Background: an optimization exercise with open tools, aiming at small area, a short achievable clock period and few clock cycles. Do not read the settings as production practice.
In this exercise RTL edits were held to simulation tests only and were not proved equivalent to the original.
No activity file was given, so power comes from the tool's default toggle rates.

==> flow/design.v (excerpt) <==
module RISCV(clk,
            rst,
            mem_wen_D_o,
            mem_addr_D_o,
            mem_wdata_D_o,
            mem_rdata_D,
            mem_addr_I_o,
            mem_rdata_I);
Size: roughly 9900 cells after synthesis.
Settings: LEC_CHECK=0, CAP_MARGIN=30, CELL_PAD_IN_SITES_DETAIL_PLACEMENT=1, CORE_MARGIN=2, CORE_UTILIZATION=42, PLACE_DENSITY=0.5, SETUP_SLACK_MARGIN=5, SLEW_MARGIN=40, TNS_END_PERCENT=20; clock period 8.5 ns.
standard.sh (not shown) runs the stock make flow with config.mk's settings and CLKGATE_MAP_FILE= SYNTH_SCRIPT=/design/flow/synth_recipe.tcl, a recipe that flattens the netlist after the stock synthesis.
==> flow/flow/run.sh <==
#!/bin/bash
set -euo pipefail
here=$(pwd)
bash standard.sh \
  'ADDER_MAP_FILE=' \
  'BUFFER_PORTS_ARGS=-buffer_cell sky130_fd_sc_hd__buf_4' \
  'CTS_ARGS=-sink_clustering_enable -repair_clock_nets -dont_use_dummy_load -buf_list sky130_fd_sc_hd__clkbuf_16 -sink_clustering_size 20 -sink_clustering_max_diameter 80' \
  "POST_GLOBAL_ROUTE_TCL=$here/flow/post_grt.tcl" \
  finish > make.log 2>&1
==> flow/flow/post_grt.tcl <==
# After global routing: repair antennas again with a 30% ratio margin, so
# that detailed routing rarely leaves antenna violations to repair (each
# repair after detailed routing reroutes the design).
repair_antennas -ratio_margin 30 -iterations 3
check_placement -verbose
The first run completed without violations.
Testbench counts at the start, summed over its fixed seeds: cycles 120,139.
Edit:
TNS_END_PERCENT = 0   (was 20)
Utilization drops by 4.1 points.
Power drops by a few percent.
Die area does not change.
Edit:
TNS_END_PERCENT = 3   (was 0)
What happened:
- sequential power hardly moves
- power rose by 1.2%
- clock power rose by about 1%
- non-clock buffer count rose by 48
- sequential share of layout area fell by 0.94 points
- die area is unchanged
- flip-flop and latch count is unchanged
- worst setup slack degrades by 0.080 ns
- area after synthesis stays the same
- cell area rose by 1.9%


== run 1 ==
Another version of the RTL of RISCV (not shown whole).
Size: about 2400 flip-flops, about 120000 µm² of cells after synthesis.
clock: 8.5 ns
lec_check: 0
cap_margin: 20
cell_pad_in_sites_detail_placement: 1
core_margin: 2
core_utilization: 42
place_density: 0.5
setup_slack_margin: 5
slew_margin: 20
==> flow/flow/run.sh <==
#!/bin/bash
set -euo pipefail
here=$(pwd)
bash standard.sh \
  'ADDER_MAP_FILE=' \
  'BUFFER_PORTS_ARGS=-buffer_cell sky130_fd_sc_hd__buf_4' \
  'CTS_ARGS=-sink_clustering_enable -repair_clock_nets -dont_use_dummy_load -buf_list sky130_fd_sc_hd__clkbuf_8' \
  "POST_GLOBAL_ROUTE_TCL=$here/flow/post_grt.tcl" \
  finish > make.log 2>&1
Scripts as last shown in full above: flow/flow/post_grt.tcl
Complete run, failing final checks: run 1, reason slew limit.
Testbench counts of run 1, summed over its fixed seeds: cycles 120,139.
For run 2, these inputs were changed with respect to run 1:
Settings: SLEW_MARGIN: 20 -> 40; TNS_END_PERCENT: unset -> 10; CAP_MARGIN: 20 -> 30.
==> flow/flow/run.sh <==
#!/bin/bash
set -euo pipefail
here=$(pwd)
bash standard.sh \
  'ADDER_MAP_FILE=' \
  'BUFFER_PORTS_ARGS=-buffer_cell sky130_fd_sc_hd__buf_4' \
  'CTS_ARGS=-sink_clustering_enable -repair_clock_nets -dont_use_dummy_load -buf_list sky130_fd_sc_hd__clkbuf_16 -sink_clustering_size 20 -sink_clustering_max_diameter 80' \
  "POST_GLOBAL_ROUTE_TCL=$here/flow/post_grt.tcl" \
  finish > make.log 2>&1
Notes after the runs:
- Between run 1 and run 2, sum of routed wire segments on met1 decreased.
- Looking at the reports, run 2 completed the entire flow and the layout it produced met the timing, DRC and antenna checks.
- Setup total negative slack across run 1 and run 2: no real change.
- Comparing run 1 and run 2, the lower largest net degree at the start of global routing is on run 2.
- Run 2: worst setup timing slack at the placement stage is 0.16 ns lower than what run 1 reported.
- Run 1 → run 2: share of power burned in combinational logic saw a decrease; maximum operating frequency now sits at about the same level; total power down 2.5 mW.
[inputs] run 3 vs run 2
Settings: a change of SLEW_MARGIN from 40 to 20; a deleted TNS_END_PERCENT that had been 10; a change of CAP_MARGIN from 30 to 20.
### Flow results
- Run 3: all stages done; final checks FAILED (slew limit).
- For the ratio of cells with drive above 1 in the final layout, run 3 came in 9.5 points higher than run 2 did.
- The path depth of the worst reg2reg path of run 3 exceeds that of run 2 by 1.
- Run 3 vs. run 2: post-route clock period utilization decreased 0.91 points, part of the total power dissipated in combinational logic moved up, total power climbed about 4%, sequential logic power closely matched the old numbers, register fraction of the total cell area fell 3.5 points.
- Per the comparison of run 3 with run 2, number of global-route vias before repair picked up an extra 3019; measured slew at the worst slew-check pin picked up an extra 0.27 ns.
- Run 3 ended up with mem_addr_I_o[18]$_DFFE_PP0N_ as its critical path capture point; run 2 ended up with x_bn[61]$_DFF_P_.

-- re-timing with driven ports --
Ports are ideal in the flow. The routed layouts listed here were re-timed in OpenROAD. Step 1 sets driving cells, clkbuf_16 on the clock port and buf_2 on the other inputs (assumed; they add their load-dependent delay and slew). Step 2 moves the port delays by t, midway between the first and last clock arrival at a register: inputs arrive t later, outputs are due t later. That takes back most of the time a late clock gives input paths. a / b / c = ideal / step 1 / step 2; a / b = the first two.
| run | t, ns | setup WS [ns] | worst register clock-pin slew, ns | worst slew at a driven data input, ns |
|---|---|---|---|---|
| the first run of note 1 | 1.010 | 4.209 / 4.141 / 3.131 | 0.10 / 0.10 | 0.28 |
| the second run of note 1 | 0.978 | 4.029 / 4.025 / 3.047 | 0.10 / 0.10 | 0.16 |
| the third run of note 1 | 0.993 | 3.949 / 4.038 / 3.045 | 0.10 / 0.10 | 0.22 |
| run 1 | 1.206 | 4.028 / 4.028 / 3.126 | 0.09 / 0.09 | 0.28 |
| run 2 | 1.008 | 4.029 / 4.001 / 2.994 | 0.10 / 0.10 | 0.30 |
| run 3 | 1.010 | 4.106 / 4.106 / 3.271 | 0.10 / 0.10 | 0.19 |
The setup slack of the first run of note 1, which loses most, moves by -0.068 ns with the drivers and by -1.078 ns with both steps.
